From an optimization exercise on the open Yosys and OpenROAD flow, aimed at a short achievable clock period and few clock cycles; shortcuts taken in it are not production practice. Only simulation tests tie the RTL to the original design; equivalence was not proved. Power is estimated from default activity; no workload was simulated.

## flow/design.v (module list and top-level ports; edited modules follow where they fit)
// module Registrador: 14 lines
// module Instr_Reg: 24 lines
// module Banco_reg: 24 lines
// module RegDesloc: 30 lines
// module Ula32: 56 lines
// module cut_function: 6 lines
// module load_size: 10 lines
// module mux_Iord_muxInSfht: 12 lines
// module mux_AluA: 8 lines
// module mux_aluB: 13 lines
// module mux_error: 9 lines
// module mux_memToReg: 27 lines
// module mux_muxShft: 12 lines
// module mux_pcSource: 19 lines
// module mux_regDst: 14 lines
// module shift_left: 6 lines
// module shift_left_two: 11 lines
// module sign_xtend: 6 lines
// module store_size: 11 lines
// module xtend_to_32: 6 lines
// module multi_div: 131 lines
// module crtl_unit: 4310 lines
// module cpu_unit: 152 lines
module cpu_unit(
  input wire clk,
  input wire rst,
  output wire [31:0] mem_addr,
  output wire        mem_wr,
  output wire [31:0] mem_wdata,
  input  wire [31:0] mem_rdata
);
  // ...
==> flow/run.sh <==
#!/bin/bash
# synth_recipe.tcl (not shown) runs the flow's synth.tcl, then flattens the netlist and writes it again
# the make line also repeats each setting of config.mk as NAME=value (left out here)
make -C /OpenROAD-flow-scripts/flow DESIGN_CONFIG=/design/flow/config.mk WORK_HOME=/design/flow/orfs CLKGATE_MAP_FILE= SYNTH_SCRIPT=/design/flow/synth_recipe.tcl finish
==> flow/config.mk <==
export PLATFORM = sky130hd
export DESIGN_NAME = cpu_unit
export DESIGN_NICKNAME = cpu_unit
export VERILOG_FILES = /design/flow/design.v
export SDC_FILE = /design/flow/constraint.sdc
export NUM_CORES = 4
export LEC_CHECK = 0
export CAP_MARGIN = 20
export CORE_MARGIN = 2
export CORE_UTILIZATION = 40
export PLACE_DENSITY = 0.6
export SLEW_MARGIN = 20
==> flow/constraint.sdc <==
create_clock -name core_clock -period 15.0 [get_ports {clk}]
set_input_delay 3.0000 -clock core_clock [delete_from_list [all_inputs] [get_ports {clk}]]
set_output_delay 3.0000 -clock core_clock [all_outputs]
set_load 0.01 [all_outputs]
==> results.cfg, run 1 <==
[status]
status = no timing/DRC/antenna violations

[critical_path]
required_ps = 15780
cp_common_cell = fa_2
r2r_setup_slack_ps = 440
crit_arrival_ps = 15340
cpPeakStageDelay_ps = 550
slowest_stage = or4bb_1
startpoint_type = flop

[pwr]
internal-power_mw = 11.7
p_leak_nw = 41.3
pg_clk_mw = 5.07

[finish]
buffers = 544
nNetsFinal = 10800

[synthesis]
syn_area_um2 = 110000
synthMostInstantiatedCell = nor2_1
synth_compound_area_share_pct = 13.6
yosys.area_share.simple_pct = 14.8

[clock_tree]
clock_sinks = 1742
clkLatencyLatePin_ps = 950

[global_route]
use_met1_pct = 45.9
grt_max_degree = 161

[routing]
detail-route-antenna-nets = 0
first_pass_iters = 11
post_drt_wl_per_cell_um = 35.3
wl_met1_um = 189000
detail_route.iter0.violations = 14300

[sta]
finalCritPeriodShare_pct = 97.1

[placed_design]
gp_congestion = 1.02

[floorplan]
io_pins = 99
core_um2 = 273000
Testbench counts, summed over its fixed seeds: cycles 72,419.
==> module cpu_unit, before the edit <==
module cpu_unit(
  input wire clk,
  input wire rst,
  output wire [31:0] mem_addr,
  output wire        mem_wr,
  output wire [31:0] mem_wdata,
  input  wire [31:0] mem_rdata
);
  wire [1:0] crtl_error;
  wire [1:0] crtl_iord;
  wire [1:0] crtl_insfht; 
  wire [1:0] crtl_ss;
  wire crtl_memwrite;
  wire crtl_irwrite;
  wire [2:0] crtl_regdst;
  wire [3:0] crtl_memtoreg;
  wire crtl_regwrite;
  wire crtl_ulasrca;
  wire [1:0] crtl_ulasrcb;
  wire [2:0] crtl_pcsource;
  wire [1:0] crtl_ls;
  wire [1:0] crtl_muxshf;
  wire crtl_setmd;
  wire crtl_pcwritecond;
  wire crtl_pcwrite;
  wire out_start;
  wire out_reset;
  wire [2:0] crtl_sideshifter;
  wire crtl_memDataRegWrite;
  wire crtl_rega;
  wire crtl_regb;
  wire crtl_regaluout;
  wire crtl_regepc;
  wire crtl_reghigh;
  wire crtl_reglow;
  wire PC_w;
  wire [31:0] MUX_PC_SOURCE_out;
  wire [31:0] PC_out;
  wire [31:0] MUX_error_out;
  wire [31:0] MUX_iord_out;
  wire [31:0] ALU_out;
  wire [31:0] STORE_SIZE_out;
  wire [31:0] MEM_out;
  wire [31:0] REG_A_out;
  wire [31:0] REG_B_out;
  wire [5:0] OPCODE;           
  wire [4:0] RS;               
  wire [4:0] RT;               
  wire [15:0] OFFSET;          
  wire [4:0] MUX_REG_DST_out;
  wire [31:0] MUX_MEM_TO_REG_out;
  wire [31:0] REG_DES_out;
  wire [31:0] MEM_DATA_REG_out; 
  wire [31:0] XTEND_TO_32_out;
  wire [31:0] REG_HIGH_out;
  wire [31:0] REG_LOW_out;
  wire [31:0] LOAD_SIZE_out;
  wire [31:0] READ_DATA_A_out;
  wire [31:0] READ_DATA_B_out;
  wire [31:0] MUX_ULA_A_out;
  wire [31:0] MUX_ULA_B_out;
  wire [31:0] XTEND_out;
  wire [31:0] SHIFT_LEFT_out;
  wire [31:0] SHIFT_LEFT_TWO_out;
  wire [31:0] EPC_out;
  wire [4:0] MUX_MUXSHFT_out;
  wire [31:0] MUX_INSFHT_out;
  wire [31:0] MULTI_DIV_HIGH_out;
  wire [31:0] MULTI_DIV_LOW_out;
  wire zero;
  wire [5:0] FUNCT;
  wire [2:0] crtl_aluop;
  wire [31:0] ULA_RESULT;  
  wire ULA_OVERFLOW;  
  wire ULA_NEGATIVO;  
  wire ULA_ZERO;  
  wire ULA_EQ;  
  wire ULA_GT;  
  wire ULA_LT;  
  crtl_unit CRTL_UNIT_(
    clk, 
    rst, 
    FUNCT,
    OPCODE, 
    ULA_EQ, 
    ULA_GT,
    ULA_OVERFLOW,
    zero,
    crtl_error,
    crtl_iord,
    crtl_insfht, 
    crtl_ss,
    crtl_memwrite,
    crtl_irwrite,
    crtl_regdst,
    crtl_memtoreg,
    crtl_regwrite,
    crtl_ulasrca,
    crtl_ulasrcb,
    crtl_pcsource,
    crtl_ls,
    crtl_muxshf,
    crtl_aluop,
    crtl_setmd,
    crtl_pcwritecond,
    crtl_pcwrite,
    crtl_sideshifter,
    crtl_memDataRegWrite,
    crtl_rega,
    crtl_regb,
    crtl_regaluout,
    crtl_regepc,
    crtl_reghigh,
    crtl_reglow,
    out_reset,
    out_start
    );
  assign PC_w = (crtl_pcwrite || (ULA_ZERO && crtl_pcwritecond));
  cut_function CUT_FUNCTION_(OFFSET, FUNCT);
  Registrador PC_(clk, out_reset, PC_w, MUX_PC_SOURCE_out, PC_out);   
  mux_error MUX_ERROR_(crtl_error, MUX_error_out);   
  mux_Iord_muxInSfht MUX_IORD_(crtl_iord, PC_out, MUX_error_out, ALU_out, MUX_iord_out);
  assign mem_addr  = MUX_iord_out;
  assign mem_wr    = crtl_memwrite;
  assign mem_wdata = STORE_SIZE_out;
  assign MEM_out   = mem_rdata;
  store_size STORE_SIZE_(crtl_ss, REG_B_out, STORE_SIZE_out); 
  Instr_Reg IR_(clk, out_reset, crtl_irwrite, MEM_out, OPCODE, RS, RT, OFFSET);  
  mux_regDst MUX_REG_DST_(crtl_regdst, RT, RS, OFFSET[15:11], MUX_REG_DST_out); 
  mux_memToReg MUX_MEM_TO_REG_(crtl_memtoreg, REG_B_out , ALU_out, REG_DES_out, REG_A_out, MEM_DATA_REG_out, XTEND_TO_32_out, REG_HIGH_out, REG_LOW_out , PC_out, LOAD_SIZE_out, MUX_MEM_TO_REG_out);
  Registrador MEM_DATA_REG_(clk, out_reset, crtl_memDataRegWrite,  MEM_out, MEM_DATA_REG_out);
  Banco_reg REG_BASE_(clk, out_reset, crtl_regwrite, RS, RT, MUX_REG_DST_out, MUX_MEM_TO_REG_out, READ_DATA_A_out, READ_DATA_B_out);
  Registrador REG_A_(clk, out_reset, crtl_rega, READ_DATA_A_out, REG_A_out);
  Registrador REG_B_(clk, out_reset, crtl_regb, READ_DATA_B_out, REG_B_out);
  mux_AluA MUX_ULA_A_(crtl_ulasrca, PC_out, REG_A_out, MUX_ULA_A_out);
  mux_aluB MUX_ULA_B_(crtl_ulasrcb, REG_B_out, XTEND_out, SHIFT_LEFT_out, MUX_ULA_B_out);
  sign_xtend XTEND_(OFFSET, XTEND_out);
  shift_left SHIFT_LEFT_(XTEND_out, SHIFT_LEFT_out);   
  Ula32 ULA_(MUX_ULA_A_out, MUX_ULA_B_out, crtl_aluop, ULA_RESULT, ULA_OVERFLOW, ULA_NEGATIVO, ULA_ZERO, ULA_EQ, ULA_GT, ULA_LT);
  shift_left_two SHIFT_LEFT_TWO_(PC_out, RS, RT, OFFSET, SHIFT_LEFT_TWO_out);
  xtend_to_32 XTEND_TO_32_(ULA_LT, XTEND_TO_32_out);
  Registrador REG_ALU_OUT_(clk, out_reset, crtl_regaluout, ULA_RESULT, ALU_out);
  Registrador REG_EPC_(clk, out_reset, crtl_regepc, ULA_RESULT, EPC_out);
  mux_pcSource MUX_PC_SOURCE_(crtl_pcsource, ULA_RESULT, EPC_out, ALU_out, REG_A_out, SHIFT_LEFT_TWO_out, LOAD_SIZE_out, MEM_DATA_REG_out, MUX_PC_SOURCE_out);
  load_size LOAD_SIZE_(crtl_ls, MEM_DATA_REG_out, LOAD_SIZE_out);
  mux_muxShft MUX_MUXSHFT_(crtl_muxshf, {16'b0, OFFSET}, REG_B_out, MEM_DATA_REG_out, MUX_MUXSHFT_out);
  mux_Iord_muxInSfht MUX_INSFHT_(crtl_insfht, REG_A_out, XTEND_out, REG_B_out , MUX_INSFHT_out);
  RegDesloc REG_DES_(clk, out_reset, crtl_sideshifter, MUX_MUXSHFT_out, MUX_INSFHT_out, REG_DES_out);
  Registrador REG_HIGH_(clk, out_reset, crtl_reghigh, MULTI_DIV_HIGH_out, REG_HIGH_out);
  Registrador REG_LOW_(clk, out_reset, crtl_reglow, MULTI_DIV_LOW_out, REG_LOW_out);
  multi_div MULTI_DIV_(clk, crtl_setmd, out_reset, REG_A_out, REG_B_out, out_start, MULTI_DIV_HIGH_out, MULTI_DIV_LOW_out, zero);
endmodule
==> run 2, diff against run 1 <==
==> flow/design.v (replaced) <==
module cpu_unit(
  input  wire        clk,
  input  wire        rst,
  output wire [31:0] mem_addr,
  output wire        mem_wr,
  output wire [31:0] mem_wdata,
  input  wire [31:0] mem_rdata
);
  localparam K_NONE = 2'd0, K_FETCH = 2'd1, K_LOAD = 2'd2, K_EXC = 2'd3;
  localparam S_RUN = 3'd0, S_EXCW = 3'd1, S_EXCR = 3'd2, S_HANG = 3'd3, S_EXC0 = 3'd4;
  localparam QD = 5;
  reg  [31:0] maddr;
  reg         mwr;
  reg  [31:0] mwd;
  assign mem_addr  = maddr;
  assign mem_wr    = mwr;
  assign mem_wdata = mwd;
  reg  [1:0]  q0k, q1k, q2k;         
  reg  [31:0] q0pc, q1pc, q2pc;
  reg  [31:0] fq_i [0:QD-1];          
  reg  [31:0] fq_p [0:QD-1];
  reg  [31:0] fq_p4[0:QD-1];
  reg  [31:0] fq_sa[0:QD-1];          
  reg  [31:0] fq_sb[0:QD-1];
  reg  [2:0]  fq_n;
  reg  [31:0] lfa;                    
  reg         lfa_iss;
  reg  [2:0]  st;
  reg  [7:0]  exc_byte;
  reg  [1:0]  exc_cause;              
  reg         stc;                    
  reg  [7:0]  st_a;
  reg  [31:0] st_pc4;
  reg         rl_v;                   
  reg  [11:0] rl_pc;
  reg         ldp;                    
  reg  [4:0]  ld_rt;
  reg  [1:0]  ld_ty;                  
  reg  [31:0] ld_b;
  reg         mdr_v;
  reg  [31:0] mdr;
  reg  [31:0] HI, LO, EPC;
  reg         md_busy;
  reg  [31:0] rf [0:31];
  reg         e_v;
  reg  [31:0] e_pc, e_pc4, e_A, e_B;
  reg  [15:0] e_imm;
  reg  [4:0]  e_sh, e_dst, e_rs, e_rt;
  reg         e_wr, e_add, e_sub, e_and, e_slt, e_slti, e_lui, e_sll, e_srl, e_sllv, e_srav;
  reg         e_mfhi, e_mflo, e_mult, e_div, e_jal, e_xchg, e_addi, e_ld, e_st, e_inv;
  reg         e_useimm, e_dosub;
  reg  [1:0]  e_ldty, e_stty;
  wire [31:0] IR  = fq_i[0];
  wire [31:0] PC  = fq_p[0];
  wire [31:0] PC4 = fq_p4[0];
  wire        hv  = (fq_n != 3'd0);
  wire [5:0]  op  = IR[31:26];
  wire [4:0]  rs  = IR[25:21];
  wire [4:0]  rt  = IR[20:16];
  wire [4:0]  rd  = IR[15:11];
  wire [5:0]  fn  = IR[5:0];
  wire [15:0] imm = IR[15:0];
  wire is_r    = (op == 6'h00);
  wire i_sll   = is_r & (fn == 6'h00);
  wire i_srl   = is_r & (fn == 6'h02);
  wire i_sra   = is_r & (fn == 6'h03);
  wire i_sllv  = is_r & (fn == 6'h04);
  wire i_xchg  = is_r & (fn == 6'h05);
  wire i_srav  = is_r & (fn == 6'h07);
  wire i_jr    = is_r & (fn == 6'h08);
  wire i_brk   = is_r & (fn == 6'h0d);
  wire i_mfhi  = is_r & (fn == 6'h10);
  wire i_mflo  = is_r & (fn == 6'h12);
  wire i_rte   = is_r & (fn == 6'h13);
  wire i_mult  = is_r & (fn == 6'h18);
  wire i_div   = is_r & (fn == 6'h1a);
  wire i_add   = is_r & (fn == 6'h20);
  wire i_sub   = is_r & (fn == 6'h22);
  wire i_and   = is_r & (fn == 6'h24);
  wire i_slt   = is_r & (fn == 6'h2a);
  wire i_sram  = (op == 6'h01);
  wire i_j     = (op == 6'h02);
  wire i_jal   = (op == 6'h03);
  wire i_beq   = (op == 6'h04);
  wire i_bne   = (op == 6'h05);
  wire i_ble   = (op == 6'h06);
  wire i_bgt   = (op == 6'h07);
  wire i_addi  = (op == 6'h08);
  wire i_addiu = (op == 6'h09);
  wire i_slti  = (op == 6'h0a);
  wire i_lui   = (op == 6'h0f);
  wire i_lb    = (op == 6'h20);
  wire i_lh    = (op == 6'h21);
  wire i_lw    = (op == 6'h23);
  wire i_sb    = (op == 6'h28);
  wire i_sh    = (op == 6'h29);
  wire i_sw    = (op == 6'h2b);
  wire r_valid = i_sll | i_srl | i_sra | i_sllv | i_xchg | i_srav | i_jr | i_brk |
                 i_mfhi | i_mflo | i_rte | i_mult | i_div | i_add | i_sub | i_and | i_slt;
  wire i_inv   = is_r ? ~r_valid :
                 ~(i_sram | i_j | i_jal | i_beq | i_bne | i_ble | i_bgt | i_addi | i_addiu |
                   i_slti | i_lui | i_lb | i_lh | i_lw | i_sb | i_sh | i_sw);
  wire i_load  = i_lb | i_lh | i_lw | i_sram;
  wire i_store = i_sb | i_sh | i_sw;
  wire i_br    = i_beq | i_bne | i_ble | i_bgt;
  wire i_rdop  = i_br | i_jr | i_rte | i_brk | i_j;    
  wire uses_rs = i_add | i_sub | i_and | i_slt | i_sllv | i_srav | i_xchg | i_jr | i_mult |
                 i_div | i_sram | i_br | i_addi | i_addiu | i_slti | i_lb | i_lh | i_lw | i_store;
  wire uses_rt = i_add | i_sub | i_and | i_slt | i_sll | i_srl | i_sra | i_sllv | i_srav |
                 i_xchg | i_mult | i_div | i_sram | i_br | i_store;
  wire wr_rd   = i_add | i_sub | i_and | i_slt | i_sll | i_srl | i_sra | i_sllv | i_srav |
                 i_mfhi | i_mflo;
  wire wr_rt   = i_addi | i_addiu | i_slti | i_lui | i_xchg;
  wire [4:0] dst = i_jal ? 5'd31 : (wr_rd ? rd : rt);
  wire wr_p1   = wr_rd | wr_rt | i_jal;                
  wire wr_a    = wr_p1 | i_load;                       
  wire [4:0] dsta = i_load ? rt : dst;
  reg  [31:0] A_rf, B_rf;
  integer ri;
  always @(*) begin
    A_rf = 32'd0;
    B_rf = 32'd0;
    for (ri = 0; ri < 32; ri = ri + 1) begin
      A_rf = A_rf | ({32{fq_sa[0][ri]}} & rf[ri]);
      B_rf = B_rf | ({32{fq_sb[0][ri]}} & rf[ri]);
    end
  end
  wire [31:0] in_sa = 32'd1 << mem_rdata[25:21];
  wire [31:0] in_sb = 32'd1 << mem_rdata[20:16];
  wire        p1_v  = e_v & e_wr;
  wire        p2_ld = mdr_v;
  wire        p2_x  = e_v & e_xchg;
  wire [31:0] res;
  wire [31:0] ldv;
  wire f1a = p1_v & (e_dst == rs);
  wire f1b = p1_v & (e_dst == rt);
  wire f2a = (p2_ld & (ld_rt == rs)) | (p2_x & (e_rs == rs));
  wire f2b = (p2_ld & (ld_rt == rt)) | (p2_x & (e_rs == rt));
  wire [31:0] wd2 = p2_ld ? ldv : e_B;
  wire [31:0] A_cap = f1a ? res : f2a ? wd2 : A_rf;
  wire [31:0] B_cap = f1b ? res : f2b ? wd2 : B_rf;
  wire eld     = e_v & e_ld;
  wire ld_busy = ldp & ~mdr_v;
  wire rd_ld_haz = (ld_busy & ((uses_rs & (rs == ld_rt)) | (uses_rt & (rt == ld_rt)) |
                               (wr_a & (dsta == ld_rt)))) |
                   (eld & ((uses_rs & (rs == e_rt)) | (uses_rt & (rt == e_rt)) |
                           (wr_a & (dsta == e_rt))));
  wire rd_dep  = (f1a | f2a) & uses_rs | (f1b | f2b) & uses_rt |
                 (ldp & ((uses_rs & (rs == ld_rt)) | (uses_rt & (rt == ld_rt)))) |
                 (eld & ((uses_rs & (rs == e_rt)) | (uses_rt & (rt == e_rt))));
  wire        b_eq   = (A_rf == B_rf);
  wire        b_gt   = ($signed(A_rf) > $signed(B_rf));
  wire        b_take = (i_beq & b_eq) | (i_bne & ~b_eq) | (i_ble & ~b_gt) | (i_bgt & b_gt);
  wire [31:0] br_t   = PC4 + {{14{imm[15]}}, imm, 2'b00};
  wire        imm0   = (imm == 16'd0);
  wire        b_hang = ~b_eq & (B_rf == PC4 - 32'd1) & (PC4 != 32'h80000000);
  wire [31:0] e_sext = {{16{e_imm[15]}}, e_imm};
  wire [31:0] opb    = e_useimm ? e_sext : e_B;
  wire [31:0] opb2   = e_dosub ? ~opb : opb;
  wire [31:0] sum    = e_A + opb2 + {31'd0, e_dosub};
  wire        ovf    = (e_A[31] == opb2[31]) & (sum[31] != e_A[31]);
  wire        lt     = sum[31] ^ ovf;
  wire        sh_var = e_sllv | e_srav;
  wire [31:0] sh_in  = sh_var ? e_A : e_B;
  wire [4:0]  sh_n   = sh_var ? e_B[4:0] : e_sh;
  wire [31:0] shl    = sh_in << sh_n;
  wire [31:0] shr    = sh_in >> sh_n;
  wire [31:0] sha    = $signed(sh_in) >>> sh_n;
  reg  [31:0] res_r;
  always @(*) begin
    case (1'b1)
      e_and:           res_r = e_A & e_B;
      e_slt | e_slti:  res_r = {31'd0, lt};
      e_lui:           res_r = {e_imm, 16'd0};
      e_sll | e_sllv:  res_r = shl;
      e_srl:           res_r = shr;
      e_srav:          res_r = sha;
      e_mfhi:          res_r = HI;
      e_mflo:          res_r = LO;
      e_jal:           res_r = e_pc4;
      e_xchg:          res_r = e_A;
      default:         res_r = sum;
    endcase
  end
  assign res = res_r;
  function ovl;
    input [11:0] p;
    input [7:0]  wb;
    reg   [7:0]  pb;
    begin
      pb  = p[11:4];
      ovl = (pb == wb) | (pb + 8'd1 == wb) | (pb - 8'd1 == wb);
    end
  endfunction
  reg kill_any;
  integer k;
  always @(*) begin
    kill_any = rl_v & ovl(rl_pc, st_a);
    for (k = 0; k < QD; k = k + 1)
      if (k < fq_n && ovl(fq_p[k][11:0], st_a)) kill_any = 1'b1;
    if (q1k == K_FETCH && ovl(q1pc[11:0], st_a)) kill_any = 1'b1;
    if (q2k == K_FETCH && ovl(q2pc[11:0], st_a)) kill_any = 1'b1;
  end
  wire kill = stc & kill_any;
  wire ex_haz  = ((e_mfhi | e_mflo | e_mult | e_div) & md_busy) |
                 (e_ld & ldp & ~mdr_v) | (e_xchg & mdr_v);
  wire ex_go   = e_v & (st == S_RUN) & ~ex_haz;    
  wire ex_fire = ex_go & ~kill;
  wire divz    = e_div & (e_B == 32'd0);
  wire exc     = e_inv | ((e_add | e_sub | e_addi) & ovf) | divz;
  wire f_exc   = ex_fire & exc;
  wire f_ld    = ex_fire & e_ld;
  wire f_st    = ex_fire & e_st;
  wire f_mult  = ex_fire & e_mult;
  wire f_div   = ex_fire & e_div & ~divz;
  wire ex_free = ~e_v | ex_go;
  wire rd_ok   = hv & (st == S_RUN);
  wire rd_ret  = rd_ok & i_rdop & ~rd_dep & ~(i_bne & imm0 & e_v);    
  wire rd_hang = rd_ret & i_bne & imm0 & b_hang & ~kill;
  wire rd_adv  = rd_ok & ~i_rdop & ex_free & ~rd_ld_haz;
  wire r_br    = rd_ret & i_br & b_take & ~(i_bne & imm0);
  wire r_jr    = rd_ret & i_jr;
  wire r_rte   = rd_ret & i_rte;
  wire r_brk   = rd_ret & i_brk;
  wire rd_red  = r_br | r_jr | r_rte | r_brk;
  wire exc_red   = (st == S_EXCR);
  wire redir     = kill | exc_red | rd_red;
  wire flush_ex  = kill | f_exc;                  
  wire flush_q   = kill | f_exc | exc_red | rd_red | rd_hang;    
  wire        arr_f = (q2k == K_FETCH);
  wire        arr_j = arr_f & ((mem_rdata[31:26] == 6'h02) | (mem_rdata[31:26] == 6'h03));
  wire [31:0] q2pc4 = q2pc + 32'd4;
  wire [31:0] j_t   = {q2pc4[31:28], mem_rdata[25:0], 2'b00};
  wire        j_red = arr_j & ~flush_q;
  wire [31:0] seq   = lfa_iss ? (lfa + 32'd4) : lfa;
  reg  [31:0] ftgt_o;
  always @(*) begin
    if (kill)                ftgt_o = st_pc4;
    else if (exc_red)        ftgt_o = {24'd0, exc_byte};
    else if (r_jr)           ftgt_o = A_rf;
    else if (r_rte)          ftgt_o = EPC;
    else if (r_brk)          ftgt_o = PC;
    else if (j_red)          ftgt_o = j_t;
    else                     ftgt_o = seq;
  end
  wire        br_sel = r_br & ~kill & ~exc_red;
  wire [31:0] ftgt   = br_sel ? br_t : ftgt_o;
  wire [2:0] inflight = {2'b0, q0k == K_FETCH} + {2'b0, q1k == K_FETCH} + {2'b0, q2k == K_FETCH};
  wire       cap_ok   = ({1'b0, fq_n} + {1'b0, inflight}) < 4'd5;
  wire       port_dat = f_ld | f_st | (st == S_EXC0);
  wire       issue    = ~port_dat & (redir | ((st == S_RUN) & cap_ok));
  wire push = arr_f & ~flush_q & (st == S_RUN);
  wire pop  = rd_ret | rd_adv;
  reg         md_div;
  reg  [2:0]  md_ph;
  reg  [2:0]  mu_k;
  reg  [63:0] mu_a;            
  reg  [63:0] mu_an;           
  reg  [31:0] mu_b;            
  reg         mu_bp;           
  reg  [63:0] mu_s, mu_c;      
  reg         mu_ci;           
  reg  [31:0] mu_lo;
  reg         dv_na, dv_nb;
  reg  [31:0] dv_a, dv_b;
  reg  [31:0] dv_r, dv_d, dv_q;
  reg  [5:0]  dv_n;
  wire [8:0]  mu_bb = {mu_b[7:0], mu_bp};
  reg  [63:0] mu_row [0:3];
  reg  [63:0] mu_neg;
  integer mi;
  always @(*) begin
    mu_neg = 64'd0;
    for (mi = 0; mi < 4; mi = mi + 1) begin
      case (mu_bb[2*mi +: 3])
        3'b001, 3'b010: mu_row[mi] = mu_a << (2*mi);
        3'b011:         mu_row[mi] = mu_a << (2*mi + 1);
        3'b100:         mu_row[mi] = mu_an << (2*mi + 1);
        3'b101, 3'b110: mu_row[mi] = mu_an << (2*mi);
        default:        mu_row[mi] = 64'd0;
      endcase
      mu_neg[2*mi]     = mu_bb[2*mi+2] & (mu_bb[2*mi+1] ^ mu_bb[2*mi]);
      mu_neg[2*mi + 1] = mu_bb[2*mi+2] & ~mu_bb[2*mi+1] & ~mu_bb[2*mi];
    end
  end
  function [127:0] csa;
    input [63:0] x, y, z;
    begin
      csa[63:0]   = x ^ y ^ z;
      csa[127:64] = {((x[62:0] & y[62:0]) | (x[62:0] & z[62:0]) | (y[62:0] & z[62:0])), 1'b0};
    end
  endfunction
  wire [127:0] mu_l1a = csa(mu_row[0], mu_row[1], mu_row[2]);
  wire [63:0]  mu_negs = (mu_k[1:0] == 2'd0) ? mu_neg : (mu_k[1:0] == 2'd1) ? (mu_neg << 8) :
                         (mu_k[1:0] == 2'd2) ? (mu_neg << 16) : (mu_neg << 24);
  wire [63:0]  mu_keep = (mu_k == 3'd0) ? 64'hffff_ffff_ffff_ffff :
                         (mu_k == 3'd1) ? 64'hffff_ffff_ffff_ff00 :
                         (mu_k == 3'd2) ? 64'hffff_ffff_ffff_0000 :
                         (mu_k == 3'd3) ? 64'hffff_ffff_ff00_0000 : 64'hffff_ffff_0000_0000;
  wire [63:0]  mu_sk  = mu_s & mu_keep;
  wire [63:0]  mu_ck  = mu_c & mu_keep;
  wire [127:0] mu_l1b = csa(mu_row[3], mu_negs, mu_sk);
  wire [127:0] mu_l2  = csa(mu_l1a[63:0], mu_l1a[127:64], mu_l1b[63:0]);
  wire [127:0] mu_l3  = csa(mu_l2[63:0], mu_l2[127:64], mu_l1b[127:64]);
  wire [127:0] mu_l4  = csa(mu_l3[63:0], mu_l3[127:64], mu_ck);
  wire [63:0]  mu_sn  = mu_l4[63:0];
  wire [63:0]  mu_cn  = mu_l4[127:64];
  reg  [7:0]   mu_bs, mu_bc;
  always @(*) begin
    case (mu_k[1:0])
      2'd1: begin mu_bs = mu_s[7:0];   mu_bc = mu_c[7:0];   end
      2'd2: begin mu_bs = mu_s[15:8];  mu_bc = mu_c[15:8];  end
      2'd3: begin mu_bs = mu_s[23:16]; mu_bc = mu_c[23:16]; end
      default: begin mu_bs = mu_s[31:24]; mu_bc = mu_c[31:24]; end
    endcase
  end
  wire [8:0]   mu_byte = {1'b0, mu_bs} + {1'b0, mu_bc} + {8'd0, mu_ci};
  function [5:0] clz32;
    input [31:0] x;
    integer j;
    reg found;
    begin
      clz32 = 6'd32;
      found = 1'b0;
      for (j = 31; j >= 0; j = j - 1)
        if (!found && x[j]) begin
          clz32 = 31 - j;
          found = 1'b1;
        end
    end
  endfunction
  wire [5:0]  dv_ca = clz32(dv_a);
  wire [5:0]  dv_cb = clz32(dv_b);
  wire [5:0]  dv_s  = dv_cb - dv_ca;
  wire [32:0] dv_s1 = {1'b0, dv_r} - {1'b0, dv_d};
  wire        dv_g1 = ~dv_s1[32];
  wire [31:0] dv_r1 = dv_g1 ? dv_s1[31:0] : dv_r;
  wire [31:0] dv_d1 = dv_d >> 1;
  wire [31:0] ld_sra = $signed(ld_b) >>> mdr[4:0];
  assign ldv = (ld_ty == 2'd0) ? mdr :
               (ld_ty == 2'd1) ? {16'd0, mdr[15:0]} :
               (ld_ty == 2'd2) ? {24'd0, mdr[7:0]} : ld_sra;
  wire        we1 = ex_fire & ~exc & e_wr;
  wire        we2 = mdr_v | (ex_fire & e_xchg);
  wire [4:0]  wa2 = mdr_v ? ld_rt : e_rs;
  integer i;
  always @(posedge clk) begin
    if (rst) begin
      for (i = 0; i < 32; i = i + 1) rf[i] <= 32'd0;
    end else begin
      for (i = 0; i < 32; i = i + 1) begin
        if (we1 && e_dst == i) rf[i] <= res;
        else if (we2 && wa2 == i) rf[i] <= wd2;
      end
    end
  end
  always @(posedge clk) begin
    if (rst) begin
      maddr   <= 32'd0;
      mwr     <= 1'b0;
      mwd     <= 32'd0;
      q0k     <= K_FETCH;
      q0pc    <= 32'd0;
      q1k     <= K_NONE;
      q2k     <= K_NONE;
      q1pc    <= 32'd0;
      q2pc    <= 32'd0;
      fq_n    <= 3'd0;
      lfa     <= 32'd0;
      lfa_iss <= 1'b1;
      st      <= S_RUN;
      stc     <= 1'b0;
      rl_v    <= 1'b0;
      ldp     <= 1'b0;
      mdr_v   <= 1'b0;
      HI      <= 32'd0;
      LO      <= 32'd0;
      EPC     <= 32'd0;
      md_busy <= 1'b0;
      e_v     <= 1'b0;
    end else begin
      mwr <= 1'b0;
      stc <= 1'b0;
      if (f_ld) begin
        maddr <= sum;
        q0k   <= K_LOAD;
        q0pc  <= e_pc;
      end else if (f_st) begin
        maddr  <= sum;
        mwr    <= 1'b1;
        mwd    <= (e_stty == 2'd2) ? {24'd0, e_B[7:0]} :
                  (e_stty == 2'd1) ? {16'd0, e_B[15:0]} : e_B;
        q0k    <= K_NONE;
        stc    <= 1'b1;
        st_a   <= sum[11:4];
        st_pc4 <= e_pc4;
      end else if (st == S_EXC0) begin
        maddr <= {24'd0, 6'b111111, exc_cause};
        q0k   <= K_EXC;
      end else if (issue) begin
        maddr <= ftgt;
        q0k   <= K_FETCH;
        q0pc  <= ftgt;
      end else begin
        q0k   <= K_NONE;
      end
      lfa     <= ftgt;
      lfa_iss <= issue;
      q1k  <= ((flush_q | j_red) && q0k == K_FETCH) ? K_NONE : q0k;
      q1pc <= q0pc;
      q2k  <= ((flush_q | j_red) && q1k == K_FETCH) ? K_NONE : q1k;
      q2pc <= q1pc;
      if (flush_q) begin
        fq_n <= 3'd0;
      end else begin
        fq_n <= fq_n + {2'b0, push} - {2'b0, pop};
      end
      for (i = 0; i < QD; i = i + 1) begin
        if (pop) begin
          if (i + 1 < fq_n) begin
            fq_i[i]  <= fq_i[i+1 < QD ? i+1 : i];
            fq_p[i]  <= fq_p[i+1 < QD ? i+1 : i];
            fq_p4[i] <= fq_p4[i+1 < QD ? i+1 : i];
            fq_sa[i] <= fq_sa[i+1 < QD ? i+1 : i];
            fq_sb[i] <= fq_sb[i+1 < QD ? i+1 : i];
          end else if (i + 1 == fq_n) begin
            fq_i[i]  <= mem_rdata;
            fq_p[i]  <= q2pc;
            fq_p4[i] <= q2pc4;
            fq_sa[i] <= in_sa;
            fq_sb[i] <= in_sb;
          end
        end else if (i == fq_n) begin
          fq_i[i]  <= mem_rdata;
          fq_p[i]  <= q2pc;
          fq_p4[i] <= q2pc4;
          fq_sa[i] <= in_sa;
          fq_sb[i] <= in_sb;
        end
      end
      rl_v  <= pop;
      rl_pc <= PC[11:0];
      if (flush_ex)
        e_v <= 1'b0;
      else if (rd_adv)
        e_v <= 1'b1;
      else if (ex_fire)
        e_v <= 1'b0;
      if (rd_adv) begin
        e_pc     <= PC;
        e_pc4    <= PC4;
        e_A      <= A_cap;
        e_B      <= B_cap;
        e_imm    <= imm;
        e_sh     <= IR[10:6];
        e_dst    <= dst;
        e_rs     <= rs;
        e_rt     <= rt;
        e_wr     <= wr_p1;
        e_add    <= i_add;
        e_sub    <= i_sub;
        e_and    <= i_and;
        e_slt    <= i_slt;
        e_slti   <= i_slti;
        e_lui    <= i_lui;
        e_sll    <= i_sll;
        e_srl    <= i_srl | i_sra;
        e_sllv   <= i_sllv;
        e_srav   <= i_srav;
        e_mfhi   <= i_mfhi;
        e_mflo   <= i_mflo;
        e_mult   <= i_mult;
        e_div    <= i_div;
        e_jal    <= i_jal;
        e_xchg   <= i_xchg;
        e_addi   <= i_addi;
        e_ld     <= i_load;
        e_st     <= i_store;
        e_inv    <= i_inv;
        e_useimm <= i_addi | i_addiu | i_slti | i_load | i_store;
        e_dosub  <= i_sub | i_slt | i_slti;
        e_ldty   <= i_lw ? 2'd0 : i_lh ? 2'd1 : i_lb ? 2'd2 : 2'd3;
        e_stty   <= i_sw ? 2'd0 : i_sh ? 2'd1 : 2'd2;
      end
      case (st)
        S_EXCW: if (q2k == K_EXC) begin
                  exc_byte <= mem_rdata[7:0];
                  st <= S_EXCR;
                end
        S_EXCR: st <= S_RUN;
        default: ;
      endcase
      if (f_exc) begin
        st        <= S_EXC0;
        EPC       <= e_pc;
        exc_cause <= e_inv ? 2'd1 : divz ? 2'd3 : 2'd2;
      end
      if (st == S_EXC0) st <= S_EXCW;
      if (rd_hang) st <= S_HANG;
      if (q2k == K_LOAD) begin
        mdr   <= mem_rdata;
        mdr_v <= 1'b1;
      end else begin
        mdr_v <= 1'b0;
      end
      if (mdr_v) ldp <= 1'b0;
      if (f_ld) begin
        ldp   <= 1'b1;
        ld_rt <= e_rt;
        ld_ty <= e_ldty;
        ld_b  <= e_B;
      end
      if (ex_fire & divz) begin
        HI <= 32'd0;
        LO <= 32'd0;
      end
      if (f_mult) begin
        md_busy <= 1'b1;
        md_div  <= 1'b0;
        mu_k    <= 3'd0;
        mu_a    <= (e_A == 32'h80000000) ? 64'h0000_0000_8000_0000 : {{32{e_A[31]}}, e_A};
        mu_an   <= (e_A == 32'h80000000) ? 64'hffff_ffff_7fff_ffff : ~{{32{e_A[31]}}, e_A};
        mu_b    <= e_B;
        mu_bp   <= 1'b0;
        mu_s    <= 64'd0;
        mu_c    <= 64'd0;
        mu_ci   <= 1'b0;
      end else if (f_div) begin
        md_busy <= 1'b1;
        md_div  <= 1'b1;
        md_ph   <= 3'd1;
        dv_na   <= e_A[31];
        dv_nb   <= e_B[31];
        dv_a    <= e_A[31] ? (32'd0 - e_A) : e_A;
        dv_b    <= e_B[31] ? (32'd0 - e_B) : e_B;
      end else if (md_busy && !md_div) begin
        if (mu_k == 3'd5) begin
          HI      <= mu_s[63:32] + mu_c[63:32] + {31'd0, mu_ci};
          LO      <= mu_lo;
          md_busy <= 1'b0;
        end else begin
          if (mu_k != 3'd4) begin
            mu_s  <= mu_sn;
            mu_c  <= mu_cn;
          end
          mu_a  <= mu_a << 8;
          mu_an <= mu_an << 8;
          mu_b  <= mu_b >> 8;
          mu_bp <= mu_b[7];
          if (mu_k != 3'd0) begin
            mu_ci <= mu_byte[8];
            mu_lo <= {mu_byte[7:0], mu_lo[31:8]};
          end
          mu_k  <= mu_k + 3'd1;
        end
      end else if (md_busy && md_div) begin
        case (md_ph)
          3'd0: begin
            dv_a  <= dv_na ? (32'd0 - dv_a) : dv_a;
            dv_b  <= dv_nb ? (32'd0 - dv_b) : dv_b;
            md_ph <= 3'd1;
          end
          3'd1: begin
            dv_r  <= dv_a;
            dv_q  <= 32'd0;
            dv_d  <= dv_b << dv_s[4:0];
            dv_n  <= (dv_a < dv_b) ? 6'd0 : (dv_s + 6'd1);
            md_ph <= 3'd2;
          end
          3'd2: begin
            if (dv_n == 6'd0) begin
              HI      <= dv_na ? (32'd0 - dv_r) : dv_r;
              LO      <= (dv_na ^ dv_nb) ? (32'd0 - dv_q) : dv_q;
              md_busy <= 1'b0;
            end else begin
              dv_r <= dv_r1;
              dv_q <= {dv_q[30:0], dv_g1};
              dv_d <= dv_d1;
              dv_n <= dv_n - 6'd1;
            end
          end
          default: ;
        endcase
      end
    end
  end
endmodule
--- a/flow/config.mk
+++ b/flow/config.mk
@@ -6,7 +6,10 @@
 export NUM_CORES = 4
 export LEC_CHECK = 0
+export ABC_CLOCK_PERIOD_IN_PS = 4000
 export CAP_MARGIN = 20
 export CORE_MARGIN = 2
-export CORE_UTILIZATION = 40
-export PLACE_DENSITY = 0.6
+export CORE_UTILIZATION = 25
+export PLACE_DENSITY = 0.35
+export SETUP_SLACK_MARGIN = 5
 export SLEW_MARGIN = 20
+export TNS_END_PERCENT = 5
==> results.cfg, run 2 <==
[status]
status = no timing/DRC/antenna violations

[routing]
drc_errors = 0
first_pass_iters = 11
post_drt_via_cell_ratio = 5.82
num_vias = 158000
post_drt_wl_per_cell_um = 37.5
wl_um = 1020000
detail_route.iter0.violations = 23200
detail-route-antenna-nets = 0

[finish]
synthToLayoutAreaGrowth_pct = 14.6
nNetsFinal = 18300
design_area_um2 = 196000
drive_above_1_share_pct = 10.1
mostFrequentLayoutCell = nand2_1
most-common-layout-cells = nand2_1, nor2_1, edfxtp_1
fillCellCount = 71400
top_register = rf
largest_reg_flops = 1024

[synthesis]
yosys.area.top_type_share_pct = 28.1
ys_types = 105
synth_flop_cell = edfxtp_1
synth_top_area_cell = edfxtp_1
synthMostInstantiatedCell = nand2_1
avgSynthCellArea_um2 = 9.26
syn_area_um2 = 171000
yosys-top-cells-area = edfxtp_1, dfxtp_1, a211oi_1, nand2_1, nor2_1
ys_ff_latch = 2927
syn-num-nets = 19000
netlist_instances = 18400
synth_commonest_cells = nand2_1, nor2_1, edfxtp_1, clkbuf_1, a211oi_1
ys_seq_area_share_pct = 43.7
ys_async_sr_fraction_pct = 0
synth-edff-count = 1596
ys_warn_count = 8

[global_route]
grt_max_degree = 163
grt.overflow.total = 0
antenna_found_initial = 104
grt_pass1_wl_um = 1360000
first_global_vias = 147000
grt_usage_pct = 28.1

[clock_tree]
clkLatencyLatePin_ps = 1090
cts-root-buf = clkbuf_16
cts_hold_buf = 0
clockBufferDepth = 4
cts.clk_slew.worst_paths_ps = 60
numCtsBuffers = 376
cts_tree = done
clock_sinks = 2927
post_cts_buffers = 0
cts_max_level = 5
cts_resized = 0

[placed_design]
port_buffers = 98
gp_congestion = 0.958
hpwl_um = 693000
dpl_cell_area_um2 = 183000

[critical_path]
required_ps = 15990
worstRegToRegCells = 20
r2r_start = fq_sa[0][11]$_DFFE_PP_
crit_chain = buf_4 -> a221oi_1 -> nand3_1 -> or4_1 -> ha_1 -> nand4_1 -> nor3_1 -> nand2_1 -> or3_1 -> or2_1 -> nand2_1 -> mux2i_1 -> nor3_1 -> a2111oi_2 -> nand2_2 -> buf_4 -> mux2_2 -> nor2_1 -> o41ai_1 -> o221a_2
r2r_setup_slack_ps = 7240
slowest_stage = or4_1
startpoint_type = flop
path_class = flop to flop
cpPeakStageDelay_ps = 880
worstPathMaxFanout = 29
critPathBufInv = 2
cp-end-kind = flop
r2r_end = maddr[8]$_SDFFE_PP0P_
crit_arrival_ps = 8750
crit_family = simple AND/OR/NAND/NOR gates

[sta]
worstMarginPinSlew_ps = 1310
setup_tns_ps = 0
finalCritPeriodShare_pct = 51.7
period_needed_ps = 7760
setup_violations = 0
slew_headroom_pct = 12.4
fmax_ghz = 0.129
fin_worst_skew_ps = 73.2
hold_violations = 0
rsz0062_at_grt = false
finalMaxSlewViolations = 0

[hold_path]
hold_depth = 0
worstHoldEndpoint = ld_ty[0]$_DFFE_PP_
holdCritStartpoint = e_ldty[0]$_SDFFCE_PP0P_
hold_path.class = flop to flop

[floorplan]
io_pins = 99
rows = 303
fp.dieH_um = 831
fp.dieW_um = 831
core_um2 = 681000
die_area_um2 = 690000
initial_core_util_pct = 25.1

[pwr]
power.density_nw_per_um2 = 194
p_leak_nw = 70.2
ir_worst_vdd_v = 0.000114

[flow_run]
drv_cap = 0
==> run 2: cell type report <==
type                            instances  area (um2)  area share (%)
Antenna cell                           51         128          0.0652
Clock buffer                          541       11000            5.60
Clock inverter                        154        1820           0.928
Inverter                              618        2330            1.19
Multi-Input combinational cell      13100       88800            45.4
Sequential cell                      2927       74600            38.1
Tap cell                             8997       11300            5.75
Timing Repair Buffer                  715        5840            2.98
==> run 2: worst register-to-register path: stages, from the launching register on <==
cell and delay [ps]:
edfxtp_1 830, buf_4 550, a221oi_1 420, nand3_1 120
or4_1 880, ha_1 470, nand4_1 150, nor3_1 350
nand2_1 260, or3_1 470, or2_1 310, nand2_1 100
mux2i_1 160, nor3_1 730, a2111oi_2 160, nand2_2 120
buf_4 420, mux2_2 290, nor2_1 40, o41ai_1 560
o221a_2 280
==> run 2: how the worst max path moves through the flow <==
| stage | from | to | slack, ps | cells past startpoint |
|---|---|---|---|---|
| floorplan | rst | mu_ci$_SDFFCE_PP0P_ | 2710 | 5 |
| global placement | fq_sa[0][20]$_DFFE_PP_ | fq_n[1]$_SDFF_PP0_ | 7300 | 23 |
| detailed placement | fq_sa[0][20]$_DFFE_PP_ | fq_n[2]$_SDFF_PP0_ | 7330 | 23 |
| CTS | fq_i[0][0]$_DFFE_PP_ | fq_sb[3][19]$_DFFE_PP_ | 7320 | 19 |
| global route | fq_i[0][0]$_DFFE_PP_ | fq_sb[3][19]$_DFFE_PP_ | 6940 | 19 |
| finish | fq_sa[0][11]$_DFFE_PP_ | maddr[8]$_SDFFE_PP0P_ | 7240 | 20 |
==> run 2: layer usage <==
layer / part of all wire, % / GRT usage (%) / up-vias / routed length [um]
met5: 0.037 / 0.103 / - / 373
met4: 5.4 / 12.4 / 35 / 55200
met3: 8.7 / 5.90 / 2041 / 88000
met2: 42 / 41.5 / 8839 / 426000
met1: 44 / 39.4 / 79800 / 446000
li1: - / - / 66900 / -
==> run 2: logic make-up (layout without fill, tap and decap cells) <==
| family | after synthesis | in the layout | share of synthesized area [%] |
|---|---|---|---|
| mux | 755 | 755 | 5.23 |
| compound gates | 5426 | 5426 | 22.2 |
| simple gates | 5705 | 5705 | 14.7 |
| other cells | 0 | 51 | 0 |
| flops | 2927 | 2927 | 43.7 |
| xor+xnor | 622 | 622 | 3.22 |
| buf+inv | 2424 | 2028 | 5.46 |
| fa+ha+maj | 578 | 578 | 5.45 |
==> run 2: stage by stage <==
stage	util [%]	std cells	hold WS (ps)	total power [mW]	setup slack, ps
after detailed placement	26.8	26300	420	28.1	7330
after floorplan	-	18400	400	20.3	2710
after global placement	26.8	26300	410	28.2	7300
after global routing	28.7	27000	433	39.4	6940
final	28.7	27100	434	38.1	7240
after CTS	28.7	27000	433	37.8	7320
==> run 2: power breakdown <==
group / internal [mW] / total, mW / switching (mW)
logic: 4.66 / 16.9 / 12.2
clock network: 5.54 / 9.61 / 4.07
registers: 10.3 / 11.6 / 1.30
total: 20.5 / 38.1 / 17.6
Testbench counts of run 2, summed over its fixed seeds: cycles 14,118.
==> run 3, diff against run 2 <==
==> flow/flow/run.sh (new file) <==
#!/bin/bash
set -euo pipefail
export SETUP_SLACK_MARGIN=10
bash standard.sh > standard.log 2>&1
==> flow/standard.sh (new file) <==
#!/bin/bash
# synth_recipe.tcl (not shown) runs the flow's synth.tcl, then flattens the netlist and writes it again
# the make line also repeats each setting of config.mk as NAME=value (left out here)
make -C /OpenROAD-flow-scripts/flow DESIGN_CONFIG=/design/flow/config.mk WORK_HOME=/design/flow/orfs CLKGATE_MAP_FILE= SYNTH_SCRIPT=/design/flow/synth_recipe.tcl "${@:-finish}"
--- a/flow/config.mk
+++ b/flow/config.mk
@@ -11,5 +11,4 @@
 export CORE_UTILIZATION = 25
 export PLACE_DENSITY = 0.35
-export SETUP_SLACK_MARGIN = 5
 export SLEW_MARGIN = 20
 export TNS_END_PERCENT = 5
removed: flow/run.sh
==> results.cfg, run 3 <==
[global_route]
first_global_vias = 150000
grt.overflow.total = 0
grt_usage_pct = 28.8
grt_pass1_wl_um = 1390000
grt_busiest_layer = met2
antenna_found_initial = 104
grt_max_degree = 169
grt.met3_usage_pct = 7.26
grtUsageMet2_pct = 41.9
use_met1_pct = 39.5

[critical_path]
cp_common_cell = ha_4
required_ps = 16050
path_class = flop to flop
crit_arrival_ps = 7060
crit_family = simple AND/OR/NAND/NOR gates
worstPathMaxFanout = 22
critPathBufInv = 5
cpPeakStageDelay_ps = 530
cp-end-kind = flop
startpoint_type = flop
slowest_stage = buf_4

[sta]
finalMaxSlewViolations = 0
slew_headroom_pct = 13.0
period_needed_ps = 6010
finalCritPeriodShare_pct = 40.1
hold_violations = 0
setup_violations = 0
whs_ps = 419
rsz0062_at_grt = true
setup_tns_ps = 0
worstMarginPinSlew_ps = 1290
fin_worst_skew_ps = 97.7
fmax_ghz = 0.166

[routing]
detail_route.iter0.violations = 24700
num_vias = 162000
first_pass_iters = 13
post_drt_wl_per_cell_um = 38.1
detail-route-antenna-nets = 0
wl_um = 1050000
post_drt_via_cell_ratio = 5.89
drc_errors = 0

[synthesis]
ys_seq_area_share_pct = 43.7
synth-edff-count = 1596
ys_async_sr_fraction_pct = 0
syn_area_um2 = 171000
synth_top_area_cell = edfxtp_1
netlist_instances = 18400
ys_ff_latch = 2927
yosys.area.top_type_share_pct = 28.1
ys_types = 105
avgSynthCellArea_um2 = 9.26
synth_flop_cell = edfxtp_1
synthMostInstantiatedCell = nand2_1
ys_warn_count = 8
syn-num-nets = 19000
yosys-top-cells-area = edfxtp_1, dfxtp_1, a211oi_1, nand2_1, nor2_1
synth_commonest_cells = nand2_1, nor2_1, edfxtp_1, clkbuf_1, a211oi_1

[clock_tree]
numCtsBuffers = 377
clock_sinks = 2927
clkLatencyLatePin_ps = 1150
clockBufferDepth = 4
cts_tree = done
cts_max_level = 5
cts.clk_slew.worst_paths_ps = 70
cts-root-buf = clkbuf_16
cts_hold_buf = 0

[status]
status = no timing/DRC/antenna violations

[placed_design]
gp_congestion = 0.959
port_buffers = 98
hpwl_um = 685000

[finish]
most-common-layout-cells = nand2_1, nor2_1, edfxtp_1
largest_reg_flops = 1024
synthToLayoutAreaGrowth_pct = 19.4
top_register = rf
mostFrequentLayoutCell = nand2_1
drive_above_1_share_pct = 13.5
nNetsFinal = 18800

[floorplan]
initial_core_util_pct = 25.1
fp.dieW_um = 831
die_area_um2 = 690000
core_um2 = 681000
io_pins = 99
fp.dieH_um = 831
rows = 303

[hold_path]
hold_path.class = flop to flop

[pwr]
p_leak_nw = 73.8
power.density_nw_per_um2 = 195
ir_worst_vdd_v = 0.000123

[flow_run]
drv_cap = 0
[run 3: layer usage]
metal  wire (um)  share of wire (%)
met1      449000                 43
met2      435000                 41
met3       99400                9.5
met4       65700                6.3
met5         484              0.046
[run 3: worst reg2reg max path: cells and delay by family, from the launching register on]
| kind | cells | cell delay, ps |
|---|---|---|
| AO/OA/AOI/OAI | 2 | 450 |
| adder cells (fa/ha/maj) | 4 | 1270 |
| buffers and inverters | 5 | 1230 |
| flip-flops | 1 | 350 |
| AND/OR/NAND/NOR | 14 | 2660 |
[run 3: metrics by stage]
| step | std cells | area [um2] | total power [mW] | utilization [%] | setup slack (ps) |
|---|---|---|---|---|---|
| global route | 27500 | 204000 | 41.1 | 29.9 | 9000 |
| detailed placement | 26400 | 183000 | 27.9 | 26.9 | 7200 |
| floorplan | 18400 | 171000 | 20.1 | - | 6450 |
| finish | 27500 | 204000 | 39.8 | 30.0 | 8990 |
| CTS | 27400 | 202000 | 39.0 | 29.7 | 9070 |
| global placement | 26400 | 183000 | 28.0 | 26.8 | 7010 |
[run 3: where the power goes]
part / leakage [nW] / internal (mW) / total, mW / switching, mW
clock network: 6.00 / 5.33 / 9.39 / 4.07
registers: 25.5 / 10.3 / 11.5 / 1.23
logic: 42.2 / 5.88 / 18.9 / 13.0
total: 73.8 / 21.5 / 39.8 / 18.3
[run 3: area by class of cell]
cell class | instances | area [um2]
Antenna cell | 47 | 118
Clock buffer | 564 | 10800
Clock inverter | 135 | 1620
Fill cell | 71000 | 477000
Inverter | 618 | 2350
Multi-Input combinational cell | 13100 | 90700
Sequential cell | 2927 | 74600
Tap cell | 8997 | 11300
Timing Repair Buffer | 1149 | 12600
Timing Repair inverter | 1 | 8.76
[run 3: kinds of logic after synthesis]
kind of cell    share of synthesized area (%)
mux                                      5.23
xor+xnor                                 3.22
simple gates                             14.7
flops                                    43.7
fa+ha+maj                                5.45
buf+inv                                  5.46
compound gates                           22.2
[run 3: path summary, 6_finish.rpt]
check | start | end | slack [ps] | cells after the start
min | e_ldty[0]$_SDFFCE_PP0P_ | ld_ty[0]$_DFFE_PP_ | 420 | 0
max reg2reg | fq_sb[0][28]$_DFFE_PP_ | fq_n[1]$_SDFF_PP0_ | 8990 | 25
max | fq_sb[0][28]$_DFFE_PP_ | fq_n[1]$_SDFF_PP0_ | 8990 | 25
min reg2reg | e_ldty[0]$_SDFFCE_PP0P_ | ld_ty[0]$_DFFE_PP_ | 420 | 0
[run 3: what timing repair did]
item / CTS / global route
setup endpoints to repair: 3796 / 3621
gates cloned: 52 / 16
pin swaps: 121 / 60
resized for setup: 750 / 107
hold endpoints to repair: 0 / 0
setup buffers: 283 / 80

-- separate check: timing with driven ports --
In the flow no input, the clock included, has a driving cell. The finished layouts below were timed again as built, in two steps.
Step 1 sets driving cells, clkbuf_16 on the clock port and buf_2 on the other inputs (assumed; they add their load-dependent delay and slew).
Step 2 times the ports against the registers' clock, not the clock port: input delays grow and output delays shrink by t, the midpoint of the rising clock arrivals with the driver on.
Three values: ideal ports, drivers, drivers and shift; two values: the first two.
run	t (ns)	setup slack, ns	latest minus earliest clock arrival (ns)
run 1	0.982	0.441 / 0.441 / 0.441	0.110 / 0.109
run 2	1.179	7.244 / 7.244 / 7.244	0.087 / 0.087
run 3	1.202	8.987 / 8.987 / 8.401	0.108 / 0.109
After both steps setup and hold are still met in every run listed. The setup slack of run 3, which loses most, moves by 0.000 ns with the drivers and by -0.586 ns with both steps.
